Source: an optimization exercise on an open RTL-to-GDS flow (aim: small area, a short achievable clock period and few clock cycles). Production flows keep margins and buffers that such runs may drop. The RTL was checked by simulation tests, not by an equivalence proof against the original design. Power is estimated from default activity; no workload was simulated.

==> flow/design.v <==
module cpu(clk, reset, in, out, mem_addr, mem_cmd, halt);
  input clk, reset;
  input [15:0] in;
  output [15:0] out;
  output [8:0] mem_addr;
  output [1:0] mem_cmd;
  output halt;
  reg [15:0] R0, R1, R2, R3, R4, R5, R6, R7;
  reg [12:0] ir;        
  reg        ir_v;      
  reg        rn;        
  reg        hs;        
  reg        mi, md;    
  reg        r_ld, r_eq, r_ne, r_lt, r_le;   
  reg [8:0]  mar;       
  reg        hz;        
  reg        infl;      
  reg [8:0]  pcf;       
  reg        go;        
  reg        ldwb;      
  reg [2:0]  ld_rd;
  reg        halted;
  reg        fz, flt;   
  reg c_mov, c_movi, c_bl, c_bx, c_ldr, c_str, c_hlt, c_add, c_cmp, c_and, c_mvn;
  reg c_wr;             
  reg [2:0] wa_r;
  reg j_al, j_eq, j_ne, j_lt, j_le;    
  reg [7:0] asel, bsel;                
  function [15:0] rsel(input [2:0] s, input [15:0] a0, a1, a2, a3, a4, a5, a6, a7);
    case (s)
      3'd0: rsel = a0; 3'd1: rsel = a1; 3'd2: rsel = a2; 3'd3: rsel = a3;
      3'd4: rsel = a4; 3'd5: rsel = a5; 3'd6: rsel = a6; default: rsel = a7;
    endcase
  endfunction
  function [15:0] hsel(input [7:0] s, input [15:0] a0, a1, a2, a3, a4, a5, a6, a7);
    hsel = ({16{s[0]}} & a0) | ({16{s[1]}} & a1) | ({16{s[2]}} & a2) | ({16{s[3]}} & a3) |
           ({16{s[4]}} & a4) | ({16{s[5]}} & a5) | ({16{s[6]}} & a6) | ({16{s[7]}} & a7);
  endfunction
  function [7:0] dec8(input [2:0] n);
    dec8 = 8'b1 << n;
  endfunction
  wire [8:0] pce = pcf - {8'b0, infl};
  wire run  = rn;                               
  wire hzst = hs;                               
  wire [8:0] mar_e = {mar[8:5] + {md, md, md, mi | md}, mar[4:0]};
  wire [15:0] ra = hsel(asel, R0, R1, R2, R3, R4, R5, R6, R7);
  wire [15:0] rb = hsel(bsel, R0, R1, R2, R3, R4, R5, R6, R7);
  reg [15:0] sb;
  always @* begin
    case (ir[4:3])
      2'b00: sb = rb;
      2'b01: sb = {rb[14:0], 1'b0};
      2'b10: sb = {1'b0, rb[15:1]};
      default: sb = {rb[15], rb[15:1]};
    endcase
  end
  wire        sub = c_cmp;
  wire [15:0] sum = ra + (sub ? ~sb : sb) + {15'b0, sub};
  reg  [15:0] other;    
  always @* begin
    if (ldwb) other = in;
    else if (c_movi) other = {{8{ir[7]}}, ir[7:0]};
    else if (c_bl) other = {8'b0, pce[7:0]};
    else if (c_mov) other = sb;
    else if (c_and) other = ra & sb;
    else other = ~sb;
  end
  wire [15:0] wd = (c_add & ~ldwb) ? sum : other;
  wire redirect = run & (j_al | (j_eq & fz) | (j_ne & ~fz) | (j_lt & flt) | (j_le & (flt | fz)));
  wire msel = r_ld | (r_eq & fz) | (r_ne & ~fz) | (r_lt & flt) | (r_le & (flt | fz));
  wire dmem  = run & (c_ldr | c_str);
  wire fetch = go & ~halted & ~dmem & ~(run & c_hlt);
  assign mem_addr = msel ? mar_e : (hzst ? pce : pcf);
  assign mem_cmd  = {fetch | (run & c_ldr), run & c_str};
  assign out      = rb;
  assign halt     = halted | (run & c_hlt);
  wire sthit = run & c_str & infl & (mar_e == pce);
  wire        we = ldwb ? go : (run & c_wr);
  wire [2:0]  wa = ldwb ? ld_rd : wa_r;
  always @(posedge clk) begin
    if (we & (wa == 3'd0)) R0 <= wd;
    if (we & (wa == 3'd1)) R1 <= wd;
    if (we & (wa == 3'd2)) R2 <= wd;
    if (we & (wa == 3'd3)) R3 <= wd;
    if (we & (wa == 3'd4)) R4 <= wd;
    if (we & (wa == 3'd5)) R5 <= wd;
    if (we & (wa == 3'd6)) R6 <= wd;
    if (we & (wa == 3'd7)) R7 <= wd;
  end
  wire [2:0] iop  = in[15:13];
  wire       d_mov = iop == 3'b110;
  wire       d_alu = iop == 3'b101;
  wire       d_ldr = iop == 3'b011;
  wire       d_str = iop == 3'b100;
  wire       d_b   = iop == 3'b001;
  wire       d_bl  = (iop == 3'b010) & in[12];
  wire       d_bx  = (iop == 3'b010) & ~in[12];
  wire [15:0] d_rv = rsel(in[10:8], R0, R1, R2, R3, R4, R5, R6, R7);
  wire [5:0] d_lo  = {1'b0, d_rv[4:0]} + {1'b0, in[4:0]};
  wire       d_jmp = d_b | d_bl;
  wire       d_j   = d_b & (in[7:0] != 8'd0);
  wire       d_jal = (d_j & (in[10:8] == 3'b000)) | (d_bl & (in[7:0] != 8'd0)) | d_bx;
  wire       d_jeq = d_j & (in[10:8] == 3'b001);
  wire       d_jne = d_j & (in[10:8] == 3'b010);
  wire       d_jlt = d_j & (in[10:8] == 3'b011);
  wire       d_jle = d_j & (in[10:8] == 3'b100);
  wire [8:0] d_mar = d_jmp ? pcf + {in[7], in[7:0]} : {d_rv[8:5], d_lo[4:0]};
  wire       d_mi  = ~d_jmp & d_lo[5] & ~in[4];
  wire       d_md  = ~d_jmp & ~d_lo[5] & in[4];
  wire       d_hz  = ((d_ldr | d_str) & (rn | hs) & (c_wr | c_ldr) & (wa_r == in[10:8])) | d_bx;
  wire [2:0] d_rb  = (d_str | (iop == 3'b010)) ? in[7:5] : in[2:0];
  wire [8:0] e_mar = c_bx ? rb[8:0] : ra[8:0] + {{4{ir[4]}}, ir[4:0]};
  wire ir_ld = ~(ir_v & (ldwb | hzst));
  reg  ir_v_n, ldwb_n, halted_n;
  wire xv_n = go & ir_v_n & ~ldwb_n & ~halted_n;
  wire hz_n   = ir_ld ? d_hz : (hzst ? 1'b0 : hz);
  wire ldst_n = ir_ld ? (d_ldr | d_str) : (c_ldr | c_str);
  wire jal_n  = ir_ld ? d_jal : j_al;
  wire jeq_n  = ir_ld ? d_jeq : j_eq;
  wire jne_n  = ir_ld ? d_jne : j_ne;
  wire jlt_n  = ir_ld ? d_jlt : j_lt;
  wire jle_n  = ir_ld ? d_jle : j_le;
  always @* begin
    ir_v_n = ir_v; ldwb_n = 1'b0; halted_n = halted;
    if (go) begin
      if (ir_ld) ir_v_n = infl & ~redirect & ~sthit;
      ldwb_n = run & c_ldr;
      if (run & c_hlt) halted_n = 1'b1;
    end
  end
  always @(posedge clk) begin
    if (reset) begin
      go <= 1'b0; ir_v <= 1'b0; infl <= 1'b0; ldwb <= 1'b0; halted <= 1'b0;
      rn <= 1'b0; hs <= 1'b0; r_ld <= 1'b0; r_eq <= 1'b0; r_ne <= 1'b0; r_lt <= 1'b0; r_le <= 1'b0;
      pcf <= 9'd0;
    end else begin
      go <= 1'b1;
      ir_v <= ir_v_n; ldwb <= ldwb_n; halted <= halted_n;
      rn <= xv_n & ~hz_n;
      hs <= xv_n & hz_n;
      r_ld <= xv_n & ~hz_n & (ldst_n | jal_n);
      r_eq <= xv_n & ~hz_n & jeq_n;
      r_ne <= xv_n & ~hz_n & jne_n;
      r_lt <= xv_n & ~hz_n & jlt_n;
      r_le <= xv_n & ~hz_n & jle_n;
      if (go) begin
        infl <= fetch;
        if (fetch) pcf <= mem_addr + 9'd1;
        else if (sthit) pcf <= pce;
      end
    end
  end
  always @(posedge clk) begin
    if (ir_ld) begin
      ir    <= in[12:0];
      mar   <= d_mar;
      mi    <= d_mi;
      md    <= d_md;
      hz    <= d_hz;
      c_mov <= d_mov & ~in[12];
      c_movi <= d_mov & in[12];
      c_bl  <= d_bl;
      c_bx  <= d_bx;
      c_ldr <= d_ldr;
      c_str <= d_str;
      c_hlt <= iop == 3'b111;
      c_add <= d_alu & (in[12:11] == 2'b00);
      c_cmp <= d_alu & (in[12:11] == 2'b01);
      c_and <= d_alu & (in[12:11] == 2'b10);
      c_mvn <= d_alu & (in[12:11] == 2'b11);
      c_wr  <= d_mov | (d_alu & (in[12:11] != 2'b01)) | d_bl;
      wa_r  <= d_bl ? 3'd7 : (d_mov & in[12]) ? in[10:8] : in[7:5];
      j_al  <= d_jal;
      j_eq  <= d_jeq;
      j_ne  <= d_jne;
      j_lt  <= d_jlt;
      j_le  <= d_jle;
      asel  <= dec8(in[10:8]);
      bsel  <= dec8(d_rb);
    end else if (hzst) begin
      mar <= e_mar;
      mi  <= 1'b0;
      md  <= 1'b0;
      hz  <= 1'b0;
    end
    if (run & c_ldr) ld_rd <= wa_r;
    if (run & c_cmp) begin
      fz  <= (ra == sb);
      flt <= (ra[15] ^ sb[15]) ? ra[15] : sum[15];
    end
  end
endmodule
Settings: LEC_CHECK=0, CAP_MARGIN=20, CORE_MARGIN=2, CORE_UTILIZATION=55, CTS_BUF_LIST=sky130_fd_sc_hd__clkbuf_8, SLEW_MARGIN=20; clock period 10.0 ns.
standard.sh (not shown) runs the stock make flow with config.mk's settings and CLKGATE_MAP_FILE= SYNTH_SCRIPT=/design/flow/synth_recipe.tcl, a recipe that flattens the netlist after the stock synthesis.
==> flow/flow/run.sh <==
#!/bin/bash
set -euo pipefail
bash standard.sh SETUP_SLACK_MARGIN=5.6 "BUFFER_PORTS_ARGS=-buffer_cell sky130_fd_sc_hd__buf_4" finish > standard_flow.log 2>&1
Testbench counts at the start, summed over its fixed seeds: cycles 34,686.
Edit:
--- a/flow/design.v
+++ b/flow/design.v
@@ -42,7 +42,10 @@
   wire [8:0] pce = pcf - {8'b0, infl};
   wire run  = rn;                               
   wire hzst = hs;                               
-  wire [8:0] mar_e = {mar[8:5] + {md, md, md, mi | md}, mar[4:0]};
+  wire [3:0] mar_hi = mar[8:5];
+  wire [3:0] mar_hp = mar_hi + 4'd1;
+  wire [3:0] mar_hm = mar_hi - 4'd1;
+  wire [8:0] mar_e = {mi ? mar_hp : md ? mar_hm : mar_hi, mar[4:0]};
   wire [15:0] ra = hsel(asel, R0, R1, R2, R3, R4, R5, R6, R7);
   wire [15:0] rb = hsel(bsel, R0, R1, R2, R3, R4, R5, R6, R7);
   reg [15:0] sb;
@@ -70,7 +73,7 @@
   wire msel = r_ld | (r_eq & fz) | (r_ne & ~fz) | (r_lt & flt) | (r_le & (flt | fz));
   wire dmem  = run & (c_ldr | c_str);
   wire fetch = go & ~halted & ~dmem & ~(run & c_hlt);
-  assign mem_addr = msel ? mar_e : (hzst ? pce : pcf);
+  assign mem_addr = msel ? mar_e : pcf;
   assign mem_cmd  = {fetch | (run & c_ldr), run & c_str};
   assign out      = rb;
   assign halt     = halted | (run & c_hlt);
@@ -145,7 +148,7 @@
       r_le <= xv_n & ~hz_n & jle_n;
       if (go) begin
         infl <= fetch;
-        if (fetch) pcf <= mem_addr + 9'd1;
+        if (fetch) pcf <= mem_addr + {8'b0, ~(xv_n & hz_n)};
         else if (sthit) pcf <= pce;
       end
     end
Outcome: The new run produced a clean layout. Non-clock buffer count increases by 10. Final cell count falls by 0.48%. Synthesized area shrinks by 0.35%. Global-route usage is higher by 0.91 points. Final area goes up by 0.37%. Total power grows by 3.2%. Sequential power barely changes. Clock-buffer cell count climbs by 2. Wire length climbs by 2.5%. Worst hold slack gains 0.033 ns. Worst setup slack improved by 0.12 ns. Register-to-register slack is about the same. Utilization rises by 0.23 points. Via count climbs by 1.8%.
Testbench counts after the change, summed over its fixed seeds: cycles 34,686.

---

RTL: one of the versions met above, not the one the previous note started from.
For scale: ~210 flip-flops, roughly 46 I/O pins, ~13000 um2 of cells after synthesis.
clock: 10.0 ns
lec_check: 0
cap_margin: 20
core_margin: 2
core_utilization: 55
cts_buf_list: sky130_fd_sc_hd__clkbuf_8
slew_margin: 20
==> flow/flow/run.sh <==
#!/bin/bash
set -euo pipefail
bash standard.sh SETUP_SLACK_MARGIN=5.7 "BUFFER_PORTS_ARGS=-buffer_cell sky130_fd_sc_hd__buf_4" "CTS_ARGS=-sink_clustering_enable -repair_clock_nets -buf_list sky130_fd_sc_hd__clkbuf_8 -dont_use_dummy_load" finish > standard_flow.log 2>&1
The baseline finished clean.
Testbench counts at the start, summed over its fixed seeds: cycles 34,686.
Edit:
--- a/flow/design.v
+++ b/flow/design.v
@@ -105,35 +105,40 @@
   wire       d_jal = (d_j & (in[10:8] == 3'b000)) | (d_bl & (in[7:0] != 8'd0)) | d_bx;
   wire       d_jeq = d_j & (in[10:8] == 3'b001);
   wire       d_jne = d_j & (in[10:8] == 3'b010);
   wire       d_jlt = d_j & (in[10:8] == 3'b011);
   wire       d_jle = d_j & (in[10:8] == 3'b100);
   wire [8:0] d_mar = d_jmp ? pcf + {in[7], in[7:0]} : {d_rv[8:5], d_lo[4:0]};
   wire       d_mi  = ~d_jmp & d_lo[5] & ~in[4];
   wire       d_md  = ~d_jmp & ~d_lo[5] & in[4];
   wire       d_hz  = ((d_ldr | d_str) & (rn | hs) & (c_wr | c_ldr) & (wa_r == in[10:8])) | d_bx;
   wire [2:0] d_rb  = (d_str | (iop == 3'b010)) ? in[7:5] : in[2:0];
-  wire [8:0] e_mar = c_bx ? rb[8:0] : ra[8:0] + {{4{ir[4]}}, ir[4:0]};
+  wire [8:0] e_mar = rb[8:0];
+  wire       rfch  = hzst & ~c_bx;
   wire ir_ld = ~(ir_v & (ldwb | hzst));
   reg  ir_v_n, ldwb_n, halted_n;
   wire xv_n = go & ir_v_n & ~ldwb_n & ~halted_n;
   wire hz_n   = ir_ld ? d_hz : (hzst ? 1'b0 : hz);
+  wire bx_n   = ir_ld ? d_bx : c_bx;
+  wire [8:0] ma_inc = mem_addr + 9'd1;
+  wire [8:0] ma_dec = mem_addr - 9'd1;
   wire ldst_n = ir_ld ? (d_ldr | d_str) : (c_ldr | c_str);
   wire jal_n  = ir_ld ? d_jal : j_al;
   wire jeq_n  = ir_ld ? d_jeq : j_eq;
   wire jne_n  = ir_ld ? d_jne : j_ne;
   wire jlt_n  = ir_ld ? d_jlt : j_lt;
   wire jle_n  = ir_ld ? d_jle : j_le;
   always @* begin
     ir_v_n = ir_v; ldwb_n = 1'b0; halted_n = halted;
     if (go) begin
       if (ir_ld) ir_v_n = infl & ~redirect & ~sthit;
+      if (rfch) ir_v_n = 1'b0;
       ldwb_n = run & c_ldr;
       if (run & c_hlt) halted_n = 1'b1;
     end
   end
   always @(posedge clk) begin
     if (reset) begin
       go <= 1'b0; ir_v <= 1'b0; infl <= 1'b0; ldwb <= 1'b0; halted <= 1'b0;
       rn <= 1'b0; hs <= 1'b0; r_ld <= 1'b0; r_eq <= 1'b0; r_ne <= 1'b0; r_lt <= 1'b0; r_le <= 1'b0;
       pcf <= 9'd0;
     end else begin
@@ -141,21 +146,21 @@
       ir_v <= ir_v_n; ldwb <= ldwb_n; halted <= halted_n;
       rn <= xv_n & ~hz_n;
       hs <= xv_n & hz_n;
       r_ld <= xv_n & ~hz_n & (ldst_n | jal_n);
       r_eq <= xv_n & ~hz_n & jeq_n;
       r_ne <= xv_n & ~hz_n & jne_n;
       r_lt <= xv_n & ~hz_n & jlt_n;
       r_le <= xv_n & ~hz_n & jle_n;
       if (go) begin
         infl <= fetch;
-        if (fetch) pcf <= mem_addr + {8'b0, ~(xv_n & hz_n)};
+        if (fetch) pcf <= (xv_n & hz_n) ? (bx_n ? mem_addr : ma_dec) : ma_inc;
         else if (sthit) pcf <= pce;
       end
     end
   end
   always @(posedge clk) begin
     if (ir_ld) begin
       ir    <= in[12:0];
       mar   <= d_mar;
       mi    <= d_mi;
       md    <= d_md;
Worst hold slack loses 29 ps.
Sequential power is about the same.
Fmax is about the same.
Core utilization decreases by 0.41 points.
Cell count drops by 4.6%.
Power shrinks by 2.5%.
Sequential share of layout area rises by 1.2 points.
Area after synthesis decreases by about 1.2%.
Testbench counts after the change, summed over its fixed seeds: cycles 34,765.

[re-timing with driven ports]
In the flow no input, the clock included, has a driving cell. The finished layouts below were timed again as built, in two steps.
Step 1, drivers: a clkbuf_16 drives clk and a buf_2 each remaining input, both assumed.
Step 2, shift: input delay + t, output delay - t, t = (earliest + latest rising clock arrival at the registers) / 2. This alone moves slack from input paths to output paths.
Slacks: ideal ports / drivers / drivers and shift; pairs: ideal ports / drivers.
run | t (ns) | slack for setup (ns) | worst register clock-pin slew, ns
the first run of note 1 | 0.591 | 5.621 / 5.574 / 5.217 | 0.07 / 0.07
the second run of note 1 | 0.587 | 5.744 / 5.696 / 5.241 | 0.07 / 0.07
the first run of note 2 | 0.555 | 5.773 / 5.731 / 5.271 | 0.06 / 0.06
the second run of note 2 | 0.550 | 5.765 / 5.762 / 5.283 | 0.06 / 0.06
After both steps every run listed still meets setup and hold. For the second run of note 1, which loses most, drivers alone change the setup slack by -0.048 ns; drivers and shift together by -0.503 ns.
